Context: an optimization exercise on an open-source flow, tuned for small area, a short achievable clock period and few clock cycles. The choices shown serve that exercise and are no tape-out recipe. Where RTL was checked, it was by simulation tests only, not by an equivalence proof against the original. Power figures rest on the tool's default switching activity, not on a simulated workload.

## old
==> flow/design.v (excerpt) <==
module stupid_NN_layer1(
input clk,
input reset_n,
input waitrequest,
input ready,
input readdatavalid,
input [15:0] readdata,
output chipselect,
output [1:0] byteenable,
output reg done,
output reg read_n,
output reg write_n,
output reg [15:0] writedata,
output [31:0] address
);
clock: 5.0 ns
lec_check: 0
abc_clock_period_in_ps: 2000
cap_margin: 20
core_margin: 2
core_utilization: 40
cts_buf_list: sky130_fd_sc_hd__clkbuf_4 sky130_fd_sc_hd__clkbuf_8
cts_cluster_diameter: 100
cts_cluster_size: 30
setup_slack_margin: 2.9
slew_margin: 20
standard.sh (not shown) runs the stock make flow with config.mk's settings and CLKGATE_MAP_FILE= SYNTH_SCRIPT=/design/flow/synth_recipe.tcl, a recipe that flattens the netlist after the stock synthesis.
==> flow/flow/run.sh <==
#!/bin/bash
set -e
export BUFFER_PORTS_ARGS="-buffer_cell sky130_fd_sc_hd__buf_2"
export CTS_ARGS="-sink_clustering_enable -repair_clock_nets -sink_clustering_size 30 -sink_clustering_max_diameter 100 -buf_list {sky130_fd_sc_hd__clkbuf_4 sky130_fd_sc_hd__clkbuf_8} -dont_use_dummy_load"
bash standard.sh > standard.log 2>&1
old was carried through to the last stage, and its layout satisfied the timing, DRC and antenna checks.
Testbench counts of old, summed over its fixed seeds: cycles 1,436,315.
What new does differently from old at the input level:
# old
export LEC_CHECK = 0
export ABC_CLOCK_PERIOD_IN_PS = 2000
export CAP_MARGIN = 20
export CORE_MARGIN = 2
export CORE_UTILIZATION = 40
export CTS_BUF_LIST = sky130_fd_sc_hd__clkbuf_4 sky130_fd_sc_hd__clkbuf_8
export CTS_CLUSTER_DIAMETER = 100
export CTS_CLUSTER_SIZE = 30
export SETUP_SLACK_MARGIN = 2.9
export SLEW_MARGIN = 20
create_clock -name core_clock -period 5.0 [get_ports {clk}]
# new
export LEC_CHECK = 0
export ABC_CLOCK_PERIOD_IN_PS = 2000
export CAP_MARGIN = 20
export CORE_MARGIN = 2
export CORE_UTILIZATION = 40
export CTS_BUF_LIST = sky130_fd_sc_hd__clkbuf_4 sky130_fd_sc_hd__clkbuf_8
export CTS_CLUSTER_DIAMETER = 100
export CTS_CLUSTER_SIZE = 30
export SETUP_SLACK_MARGIN = 2.7
export SLEW_MARGIN = 20
create_clock -name core_clock -period 5.0 [get_ports {clk}]
==> flow/flow/run.sh <==
#!/bin/bash
set -e
export BUFFER_PORTS_ARGS="-buffer_cell sky130_fd_sc_hd__buf_2"
bash standard.sh > standard.log 2>&1
Notes after the runs:
- Status: combinational power parity (new, old)
- When the final numbers for old and new were put side by side, the setup slack turned out to be greater in old.
- Routed wire in new totals less than in old.
- Number of cells upsized or downsized after cts sits lower in new than in old.
- Relative to old, the clock buffer count in the final layout of new is higher by 1.
- Summary of new over old: sequential cell area in the final layout has decreased; time the final worst path needs with I/O delays and setup has increased.
- Looking at sequential portion of the cell area, new sits 0.18 points lower than old does.

* * *

stupid_NN_layer1, a different RTL version from the one above (not shown whole).
Size: about 820 cells after synthesis, about 130 flip-flops, ~75 I/O pins.
clock: 5.0 ns
lec_check: 0
abc_clock_period_in_ps: 2000
cap_margin: 20
core_margin: 2
core_utilization: 40
cts_buf_list: sky130_fd_sc_hd__clkbuf_4 sky130_fd_sc_hd__clkbuf_8
cts_cluster_diameter: 100
cts_cluster_size: 30
place_density: 0.75
setup_slack_margin: 3.0
slew_margin: 20
==> flow/flow/run.sh <==
#!/bin/bash
set -e
export BUFFER_PORTS_ARGS="-buffer_cell sky130_fd_sc_hd__buf_2"
export CTS_ARGS="-sink_clustering_enable -repair_clock_nets -sink_clustering_size 30 -sink_clustering_max_diameter 100 -buf_list {sky130_fd_sc_hd__clkbuf_4 sky130_fd_sc_hd__clkbuf_8} -dont_use_dummy_load"
bash standard.sh > standard.log 2>&1
The starting point ran to the end with no violations.
Testbench counts at the start, summed over its fixed seeds: cycles 1,434,329.
Rerun with:
==> flow/flow/run.sh (replaced) <==
#!/bin/bash
set -e
export BUFFER_PORTS_ARGS="-buffer_cell sky130_fd_sc_hd__buf_1"
export CTS_ARGS="-sink_clustering_enable -repair_clock_nets -sink_clustering_size 30 -sink_clustering_max_diameter 100 -buf_list {sky130_fd_sc_hd__clkbuf_4 sky130_fd_sc_hd__clkbuf_8} -dont_use_dummy_load"
bash standard.sh > standard.log 2>&1
Setup slack loses 6.0 ps.
Wire length went down by about 4%.
Critical path depth is unchanged.

* * *

The RTL this note starts from:
==> flow/design.v <==
module stupid_NN_layer1(
input clk,
input reset_n,
input waitrequest,
input ready,
input readdatavalid,
input [15:0] readdata,
output chipselect,
output [1:0] byteenable,
output reg done,
output reg read_n,
output reg write_n,
output reg [15:0] writedata,
output reg [31:0] address
);
localparam [16:0] WB  = 17'h0E249;      
localparam [7:0]  PBH = 8'h52;          
localparam [7:0]  PLH = 8'h83;          
localparam [9:0]  NB  = 10'h151;        
localparam [9:0]  NE  = 10'h151 + 10'd199;
assign chipselect = 1'b1;
assign byteenable = 2'b11;
reg st_boot, st_idle, st_p, st_w, st_wr, st_done;
reg rq, wq, dr;
reg [16:0] wa;         
reg [7:0]  ph;         
reg [9:0]  na;         
reg        ret;        
reg [2:0]  out;        
reg [3:0]  msk;        
reg [15:0] ml;         
reg signed [5:0]  term;
reg signed [13:0] acc;
wire acc_r = rq & ~waitrequest;
wire acc_w = wq & ~waitrequest;
wire rdv   = readdatavalid;
wire timer_end = wa[16] & wa[15] & wa[10] & wa[9] & wa[7] & wa[5];  
wire start = st_idle & ready;
wire node_end = (ph == PLH) & (wa[1:0] == 2'd0);
wire last_node = (na == NE);
wire n_p = start | (st_p & ~acc_r) | (st_w & acc_r & ~node_end) | (st_wr & acc_w & ~last_node);
wire n_w = (st_w & ~acc_r) | (st_p & acc_r);
wire n_wr = (st_wr & ~acc_w) | (st_w & acc_r & node_end);
wire n_done = (st_done & ready) | (st_wr & acc_w & last_node);
wire n_idle = (st_idle & ~ready) | (st_done & ~ready) | (st_boot & timer_end);
always @(posedge clk) begin
  if (!reset_n) begin
    st_boot <= 1'b1; st_idle <= 1'b0; st_p <= 1'b0; st_w <= 1'b0;
    st_wr <= 1'b0; st_done <= 1'b0; rq <= 1'b0; wq <= 1'b0; dr <= 1'b0;
  end else begin
    st_boot <= st_boot & ~timer_end;
    st_idle <= n_idle;
    st_p <= n_p; st_w <= n_w; st_wr <= n_wr; st_done <= n_done;
    rq <= (n_p | n_w) & ~(out[2] & out[1]);
    dr <= st_wr & ~acc_w & (out == 3'd0);
    wq <= st_wr & ~acc_w & dr;
  end
end
always @(posedge clk) begin
  if (!reset_n) wa <= 17'd0;
  else if (st_idle) wa <= WB;
  else if (st_boot | (st_w & acc_r)) wa <= wa + 17'd1;
  if (st_idle | (st_w & acc_r & node_end)) ph <= PBH;
  else if (st_w & acc_r & (wa[1:0] == 2'd3)) ph <= ph + 8'd1;
  if (st_idle) na <= NB;
  else if (acc_w) na <= na + 10'd1;
  if (st_idle) ret <= 1'b0;
  else if (rdv) ret <= ~ret;
  if (st_boot | st_idle) out <= 3'd0;
  else out <= out + {2'b0, acc_r} - {2'b0, rdv};
end
always @(posedge clk) if (rdv & ~ret)
  msk <= {|readdata[15:12], |readdata[11:8], |readdata[7:4], |readdata[3:0]};
wire wv = rdv & ret;
always @(posedge clk) begin
  ml <= readdata & {{4{wv & msk[3]}}, {4{wv & msk[2]}}, {4{wv & msk[1]}}, {4{wv & msk[0]}}};
  term <= ($signed(ml[3:0]) + $signed(ml[7:4])) + ($signed(ml[11:8]) + $signed(ml[15:12]));
  if (start | acc_w) acc <= 14'sd0;
  else acc <= acc + term;
end
always @(*) begin
  done = st_done;
  read_n = ~rq;
  write_n = ~wq;
  writedata = {{2{acc[13]}}, acc};
  address = 32'd0;
  if (st_w)      address[23:1] = {6'h3C, wa};
  else if (st_p) address[23:1] = {13'h0050, ph, wa[1:0]};
  else           address[23:1] = {13'h0026, na};
end
endmodule
make LEC_CHECK=0 CAP_MARGIN=20 CORE_MARGIN=2 CORE_UTILIZATION=40 SLEW_MARGIN=20 finish   # period 5.0 ns
run.sh (not shown) runs the stock make flow with config.mk's settings and CLKGATE_MAP_FILE= SYNTH_SCRIPT=/design/flow/synth_recipe.tcl, a recipe that flattens the netlist after the stock synthesis.
Stock flow here: none of the scripts above is used.
The baseline produced a clean layout.
Rerun with:
--- a/flow/config.mk
+++ b/flow/config.mk
@@ -6,6 +6,8 @@
 export NUM_CORES = 4
 export LEC_CHECK = 0
+export ABC_CLOCK_PERIOD_IN_PS = 2000
 export CAP_MARGIN = 20
 export CORE_MARGIN = 2
 export CORE_UTILIZATION = 40
+export SETUP_SLACK_MARGIN = 3.0
 export SLEW_MARGIN = 20
=>
- worst hold slack got worse by 0.0088 ns
- design area is higher by 8.3%
- die area does not change
- clock power is lower by 11%
- power went down by 2.6%
- sequential cell count is unchanged
- sequential share of layout area fell by 2.0 points
- final cell count rises by 5.0%
- sequential power hardly moves
- synthesized cell count stays the same
- wire length grows by 9.1%
Function was not checked in any run of this note: the RTL went through the layout flow alone.

* * *

Another version of the RTL of stupid_NN_layer1 (not shown whole).
Size: roughly 130 flip-flops, roughly 75 I/O pins.
export LEC_CHECK = 0
export ABC_CLOCK_PERIOD_IN_PS = 2000
export CAP_MARGIN = 20
export CORE_MARGIN = 2
export CORE_UTILIZATION = 40
export CTS_BUF_LIST = sky130_fd_sc_hd__clkbuf_4 sky130_fd_sc_hd__clkbuf_8
export CTS_CLUSTER_DIAMETER = 100
export CTS_CLUSTER_SIZE = 30
export PLACE_DENSITY = 0.75
export SETUP_SLACK_MARGIN = 3.1
export SLEW_MARGIN = 20
create_clock -name core_clock -period 5.0 [get_ports {clk}]
standard.sh (not shown) runs the stock make flow with config.mk's settings and CLKGATE_MAP_FILE= SYNTH_SCRIPT=/design/flow/synth_recipe.tcl, a recipe that flattens the netlist after the stock synthesis.
==> flow/flow/run.sh <==
#!/bin/bash
set -e
export BUFFER_PORTS_ARGS="-buffer_cell sky130_fd_sc_hd__buf_2"
export CTS_ARGS="-sink_clustering_enable -repair_clock_nets -sink_clustering_size 30 -sink_clustering_max_diameter 100 -buf_list {sky130_fd_sc_hd__clkbuf_4 sky130_fd_sc_hd__clkbuf_8} -dont_use_dummy_load"
bash standard.sh > standard.log 2>&1
Testbench counts at the start, summed over its fixed seeds: cycles 1,434,329.
Rerun with:
--- a/flow/config.mk
+++ b/flow/config.mk
@@ -9,9 +9,9 @@
 export CAP_MARGIN = 20
 export CORE_MARGIN = 2
-export CORE_UTILIZATION = 40
+export CORE_UTILIZATION = 45
 export CTS_BUF_LIST = sky130_fd_sc_hd__clkbuf_4 sky130_fd_sc_hd__clkbuf_8
 export CTS_CLUSTER_DIAMETER = 100
 export CTS_CLUSTER_SIZE = 30
-export PLACE_DENSITY = 0.75
-export SETUP_SLACK_MARGIN = 3.1
+export PLACE_DENSITY = 0.7
+export SETUP_SLACK_MARGIN = 3.0
 export SLEW_MARGIN = 20
=> First-iteration DRC count shrinks by 18%; total power shrinks by 1.8%; register-to-register slack barely changes.
Rerun with:
--- a/flow/config.mk
+++ b/flow/config.mk
@@ -6,12 +6,13 @@
 export NUM_CORES = 4
 export LEC_CHECK = 0
+export ABC_AREA = 1
 export ABC_CLOCK_PERIOD_IN_PS = 2000
 export CAP_MARGIN = 20
 export CORE_MARGIN = 2
-export CORE_UTILIZATION = 45
+export CORE_UTILIZATION = 40
 export CTS_BUF_LIST = sky130_fd_sc_hd__clkbuf_4 sky130_fd_sc_hd__clkbuf_8
 export CTS_CLUSTER_DIAMETER = 100
 export CTS_CLUSTER_SIZE = 30
-export PLACE_DENSITY = 0.7
+export PLACE_DENSITY = 0.75
 export SETUP_SLACK_MARGIN = 3.0
 export SLEW_MARGIN = 20
Final area barely changes.
Setup slack stays flat.
Die area is higher by 14%.
Area after synthesis rises by 2.2%.
Global-route usage came out lower by 0.51 points.
Wire length came out higher by 17%.
Count of clock-buffer cells in the layout stays the same.
First-iteration DRC count came out higher by 120%.
Non-clock buffer count came out lower by 14.
Synthesized cell count climbs by 26%.
Critical path depth decreases by 7.
Rerun with:
==> flow/flow/run.sh (replaced) <==
#!/bin/bash
set -e
export BUFFER_PORTS_ARGS="-buffer_cell sky130_fd_sc_hd__buf_2"
export CTS_ARGS="-sink_clustering_enable -repair_clock_nets -sink_clustering_size 30 -sink_clustering_max_diameter 100 -buf_list {sky130_fd_sc_hd__clkbuf_8 sky130_fd_sc_hd__clkbuf_16} -dont_use_dummy_load"
bash standard.sh > standard.log 2>&1
--- a/flow/config.mk
+++ b/flow/config.mk
@@ -6,5 +6,4 @@
 export NUM_CORES = 4
 export LEC_CHECK = 0
-export ABC_AREA = 1
 export ABC_CLOCK_PERIOD_IN_PS = 2000
 export CAP_MARGIN = 20
Outcome: Wire length fell by 9.4%. Final cell count goes down by 16%. Clock power rose by 53%.

-- port drivers added, routing unchanged --
How much do the figures lean on ideal ports? The routed layouts below were timed once more, with nothing changed but the port constraints.
Step 1: set_driving_cell puts a clkbuf_16 on clk and a buf_2 on each other input, an assumption about the parent block.
Step 2 adds t to the input delays and takes it off the output delays; t is the mean of the earliest and latest rising clock arrival at the registers after step 1. Input paths then give back, and output paths get back, about the clock's delay inside the block.
a / b / c = no drivers / after step 1 / after step 2; a / b = the first two.
run	t, ns	setup slack, ns	worst setup path after step 2	latest minus earliest clock arrival (ns)	worst data-port slew with drivers (ns)
old	0.481	2.874 / 2.876 / 2.395	input to register	0.030 / 0.030	0.04
new	0.491	2.754 / 2.769 / 2.278	input to register	0.017 / 0.017	0.03
the first run of note 2	0.466	2.860 / 2.860 / 2.609	input to register	0.030 / 0.029	0.05
the second run of note 2	0.490	2.854 / 2.854 / 2.589	input to register	0.028 / 0.029	0.05
the first run of note 3	0.373	1.768 / 1.729 / 1.941	input to register	0.009 / 0.008	0.06
the second run of note 3	0.368	2.555 / 2.520 / 2.397	input to register	0.006 / 0.005	0.07
the first run of note 4	0.461	3.011 / 3.009 / 2.678	input to register	0.034 / 0.034	0.05
the second run of note 4	0.479	3.017 / 3.000 / 2.668	input to register	0.024 / 0.023	0.05
the third run of note 4	0.468	3.019 / 2.985 / 2.591	input to register	0.030 / 0.030	0.05
the fourth run of note 4	0.452	2.973 / 2.961 / 2.614	input to register	0.014 / 0.013	0.05
After both steps every run listed still meets setup and hold. For old, which loses most, drivers alone change the setup slack by +0.002 ns; drivers and shift together by -0.479 ns.
